Source: an optimization exercise on an open RTL-to-GDS flow (aim: small area, a short achievable clock period and few clock cycles per item). Production flows keep margins and buffers that such runs may drop. Where RTL was checked, it was by simulation tests only, not by an equivalence proof against the original.

==> flow/design.v <==
module transition_detect (
        input  wire [7:0]  a,         
        input  wire        a_below,   
        input  wire [5:0]  q,
        input  wire        skip,
        output wire [3:0]  one,
        output wire [3:0]  two,
        output wire [3:0]  neg,
        output wire [3:0]  cnt
    );
    wire [7:0] t = a ^ {a[6:0], a_below};
    wire [2:0] c1 = {2'b00, t[7]} + {2'b00, t[6]} + {2'b00, t[5]} + {2'b00, t[4]};
    wire [2:0] c0 = {2'b00, t[3]} + {2'b00, t[2]} + {2'b00, t[1]} + {2'b00, t[0]};
    assign cnt = {1'b0, c1} + {1'b0, c0};
    wire [5:0] q1 = q;
    wire [5:0] q0 = (q > {3'b000, c1}) ? q - {3'b000, c1} : 6'd0;
    function [3:0] win;
        input [5:0] qq;
        input       s;
        integer u;
        begin
            for (u = 0; u < 4; u = u + 1)
                win[u] = s ? ((qq >= u + 3) | (qq == u + 1)) : (qq >= u + 2);
        end
    endfunction
    function [3:0] nib;
        input [3:0] tt;
        input [3:0] w;
        begin
            nib[3] = tt[3] & w[0];
            nib[2] = tt[2] & (tt[3] ? w[1] : w[0]);
            case ({tt[3], tt[2]})
                2'b00: nib[1] = tt[1] & w[0];
                2'b11: nib[1] = tt[1] & w[2];
                default: nib[1] = tt[1] & w[1];
            endcase
            case ({tt[3], tt[2], tt[1]})
                3'b000: nib[0] = tt[0] & w[0];
                3'b111: nib[0] = tt[0] & w[3];
                3'b001, 3'b010, 3'b100: nib[0] = tt[0] & w[1];
                default: nib[0] = tt[0] & w[2];
            endcase
        end
    endfunction
    wire [7:0] keep = {nib(t[7:4], win(q1, skip)), nib(t[3:0], win(q0, skip))};
    genvar j;
    generate
        for (j = 0; j < 4; j = j + 1) begin : pairs
            assign two[j] = keep[2*j+1] & ~keep[2*j];
            assign one[j] = keep[2*j];
            assign neg[j] = keep[2*j+1] ? a[2*j+1] : (keep[2*j] & a[2*j]);
        end
    endgenerate
endmodule
module barrel_shifter (
        input  wire [31:0] b,
        input  wire        one,
        input  wire        two,
        input  wire        neg,
        output wire [33:0] row
    );
    wire [32:0] bx = {b[31], b};
    wire [32:0] m  = ({33{one}} & bx) | ({33{two}} & {bx[31:0], 1'b0});
    wire [32:0] x  = m ^ {33{neg}};
    assign row = {~x[32], x};
endmodule
module axc_booth #(
        parameter integer NA=32,
        parameter integer NB=32,
        parameter integer NC=$clog2(NA)+1
    )(
        input   wire                 CLK,
        input   wire                 RST,
        input   wire                 START,
        input   wire  [NA-1:0]       A_in,
        input   wire  [NB-1:0]       B_in,
        input   wire  [NC-1:0]       C_in,
        output  wire  [NA+NB-1:0]    N_out,
        output  wire                 Done_out
    );
    localparam [63:0] Z = 64'hffffff5555555600;
    reg  [31:0] B_reg;
    reg  [31:0] A_reg;                   
    reg  [5:0]  q_reg;                   
    reg  [3:0]  cnt_reg;                 
    reg         skip_reg;
    reg  [3:0]  one_reg, two_reg, neg_reg;
    reg         pre;                     
    reg  [3:0]  st;                      
    reg         Done_reg;
    reg  [63:0] acc;
    wire        fast    = (C_in >= 6'd7);
    wire        skip_in = A_in[31] & C_in[0];
    wire [5:0]  q_in    = (C_in > 6'd32) ? 6'd35 : C_in + 6'd3;
    wire [7:0]  t_top   = A_in[31:24] ^ A_in[30:23];
    wire [3:0]  cnt_top = {3'b000, t_top[0]} + {3'b000, t_top[1]} + {3'b000, t_top[2]} + {3'b000, t_top[3]}
                        + {3'b000, t_top[4]} + {3'b000, t_top[5]} + {3'b000, t_top[6]} + {3'b000, t_top[7]};
    wire [3:0]  a_one, a_two, a_neg;
    genvar j;
    generate
        for (j = 0; j < 4; j = j + 1) begin : raw
            wire b1 = A_in[25+2*j], b0 = A_in[24+2*j], bm = A_in[23+2*j];
            assign a_one[j] = b0 ^ bm;
            assign a_two[j] = (b1 ^ b0) & ~(b0 ^ bm);
            assign a_neg[j] = b1 & ~(b0 & bm);
        end
    endgenerate
    wire [5:0]  q_run = (q_reg > {2'b00, cnt_reg}) ? q_reg - {2'b00, cnt_reg} : 6'd0;
    wire [3:0]  r_one, r_two, r_neg, r_cnt;
    transition_detect TD (.a(A_reg[31:24]), .a_below(A_reg[23]), .q(q_run), .skip(skip_reg),
                          .one(r_one), .two(r_two), .neg(r_neg), .cnt(r_cnt));
    always @(posedge CLK) begin
        if (START) begin
            B_reg    <= B_in;
            A_reg    <= fast ? {A_in[23:0], 8'd0} : A_in;
            skip_reg <= skip_in;
            q_reg    <= q_in;
            cnt_reg  <= fast ? cnt_top : 4'd0;
            one_reg  <= a_one; two_reg <= a_two; neg_reg <= a_neg;
        end else begin
            A_reg    <= {A_reg[23:0], 8'd0};
            q_reg    <= q_run;
            cnt_reg  <= r_cnt;
            one_reg  <= r_one; two_reg <= r_two; neg_reg <= r_neg;
        end
    end
    wire [33:0] row [0:3];
    generate
        for (j = 0; j < 4; j = j + 1) begin : rows
            barrel_shifter BS (.b(B_reg), .one(one_reg[j]), .two(two_reg[j]), .neg(neg_reg[j]), .row(row[j]));
        end
    endgenerate
    wire [7:0]  negbits = {1'b0, neg_reg[3], 1'b0, neg_reg[2], 1'b0, neg_reg[1], 1'b0, neg_reg[0]};
    wire [63:0] acc_in  = {(st[0] ? Z[63:8] : acc[55:0]), negbits};
    wire [63:0] sum = acc_in + {30'd0, row[0]} + {28'd0, row[1], 2'd0} + {26'd0, row[2], 4'd0}
                    + {24'd0, row[3], 6'd0};
    always @(posedge CLK) begin
        if (|st) acc <= sum;
    end
    always @(posedge CLK) begin
        if (RST) begin
            pre <= 1'b0;
            st <= 4'd0;
            Done_reg <= 1'b0;
        end else if (START) begin
            pre <= ~fast;
            st <= {3'b000, fast};
            Done_reg <= 1'b0;
        end else begin
            pre <= 1'b0;
            st <= {st[2:0], pre};
            if (st[2]) Done_reg <= 1'b1;
        end
    end
    assign N_out = acc;
    assign Done_out = Done_reg;
endmodule
Settings: LEC_CHECK=0, CAP_MARGIN=20, CORE_MARGIN=2, CORE_UTILIZATION=40, SETUP_SLACK_MARGIN=5, SLEW_MARGIN=20; clock period 11.0 ns.
run.sh (not shown) runs the stock make flow with config.mk's settings and CLKGATE_MAP_FILE= SYNTH_SCRIPT=/design/flow/synth_recipe.tcl, a recipe that flattens the netlist after the stock synthesis.
The baseline finished with timing, DRC and antenna clean.
Testbench counts at the start, summed over its fixed seeds: cycles 61,294, items 12,000.
==> next run, changes <==
--- a/flow/design.v
+++ b/flow/design.v
@@ -88,14 +88,14 @@
     reg         pre;                     
     reg  [3:0]  st;                      
     reg         Done_reg;
     reg  [63:0] acc;
-    wire        fast    = (C_in >= 6'd7);
     wire        skip_in = A_in[31] & C_in[0];
     wire [5:0]  q_in    = (C_in > 6'd32) ? 6'd35 : C_in + 6'd3;
     wire [7:0]  t_top   = A_in[31:24] ^ A_in[30:23];
     wire [3:0]  cnt_top = {3'b000, t_top[0]} + {3'b000, t_top[1]} + {3'b000, t_top[2]} + {3'b000, t_top[3]}
                         + {3'b000, t_top[4]} + {3'b000, t_top[5]} + {3'b000, t_top[6]} + {3'b000, t_top[7]};
+    wire        fast    = (C_in >= 6'd7) | ({2'b00, cnt_top} + {5'd0, skip_in} <= {1'b0, C_in} + 7'd2);
     wire [3:0]  a_one, a_two, a_neg;
     genvar j;
     generate
         for (j = 0; j < 4; j = j + 1) begin : raw
Effect: Cell area went up by 4.7%. Die area is higher by about 1.4%. Register-to-register slack barely changes. Via count goes up by 4.3%. First-iteration DRC count climbs by 0.99%. Area after synthesis goes up by about 1.4%. Fmax went down by about 8%. Synthesized cell count rises by 3.6%. Non-clock buffer count is higher by 31. Worst setup slack is worse by 510 ps. Final cell count rises by about 4.4%. Flip-flop and latch count stays the same.
No functional check of the RTL was part of the second run of this note.

---

Starts from the design.v that is shown in full above.
Settings: LEC_CHECK=0, CAP_MARGIN=20, CORE_MARGIN=2, CORE_UTILIZATION=40, SLEW_MARGIN=20; clock period 11.0 ns.
standard.sh (not shown) runs the stock make flow with config.mk's settings and CLKGATE_MAP_FILE= SYNTH_SCRIPT=/design/flow/synth_recipe.tcl, a recipe that flattens the netlist after the stock synthesis.
==> flow/flow/run.sh <==
#!/bin/bash
# Standard layout; the port buffers use the smallest buffer cell, and timing
# repair aims at 5 ns of setup slack (the clock and constraints are unchanged).
bash standard.sh "BUFFER_PORTS_ARGS=-buffer_cell sky130_fd_sc_hd__buf_1" SETUP_SLACK_MARGIN=5 finish > standard.log 2>&1
Testbench counts at the start, summed over its fixed seeds: cycles 61,294, items 12,000.
Then changed:
--- a/flow/design.v
+++ b/flow/design.v
@@ -88,9 +88,9 @@
     reg         pre;                     
     reg  [3:0]  st;                      
     reg         Done_reg;
     reg  [63:0] acc;
-    wire        fast    = (C_in >= 6'd7);
+    wire        fast    = (C_in >= 6'd6);
     wire        skip_in = A_in[31] & C_in[0];
     wire [5:0]  q_in    = (C_in > 6'd32) ? 6'd35 : C_in + 6'd3;
     wire [7:0]  t_top   = A_in[31:24] ^ A_in[30:23];
     wire [3:0]  cnt_top = {3'b000, t_top[0]} + {3'b000, t_top[1]} + {3'b000, t_top[2]} + {3'b000, t_top[3]}
Result: The new run completed with no timing, DRC or antenna violations; count of clock-buffer cells in the layout climbs by 2; critical path depth rose by 3; synthesized area shrinks slightly; core utilization barely changes; maximum frequency went down slightly; via count went up by a few percent; die area went down slightly; sequential share of layout area is higher by 0.20 points; cell area is lower slightly; wire length falls slightly; worst setup slack gets worse by 0.070 ns; clock skew barely changes; cell count rises slightly.
Testbench counts after the change, summed over its fixed seeds: cycles 61,116, items 12,000.

## separate check: timing with driven ports
Ports are ideal in the flow. The routed layouts listed here were re-timed in OpenROAD.
Step 1 assumes that a clkbuf_16 drives the clock port and a buf_2 every other input.
Step 2, shift: input delay + t, output delay - t, t = (earliest + latest rising clock arrival at the registers) / 2. This alone moves slack from input paths to output paths.
Slacks: ideal / step 1 / step 2; pairs: ideal / step 1.
run	shift t [ns]	slack for setup (ns)	worst register clock-pin slew, ns
the first run of note 1	0.508	5.241 / 5.241 / 5.200	0.08 / 0.08
the second run of note 1	0.501	4.728 / 4.737 / 4.236	0.07 / 0.07
the first run of note 2	0.508	5.288 / 5.288 / 5.288	0.08 / 0.08
the second run of note 2	0.496	5.218 / 5.218 / 5.218	0.07 / 0.07
After both steps every run listed still meets setup and hold. The setup slack of the second run of note 1, which loses most, moves by +0.009 ns with the drivers and by -0.492 ns with both steps.
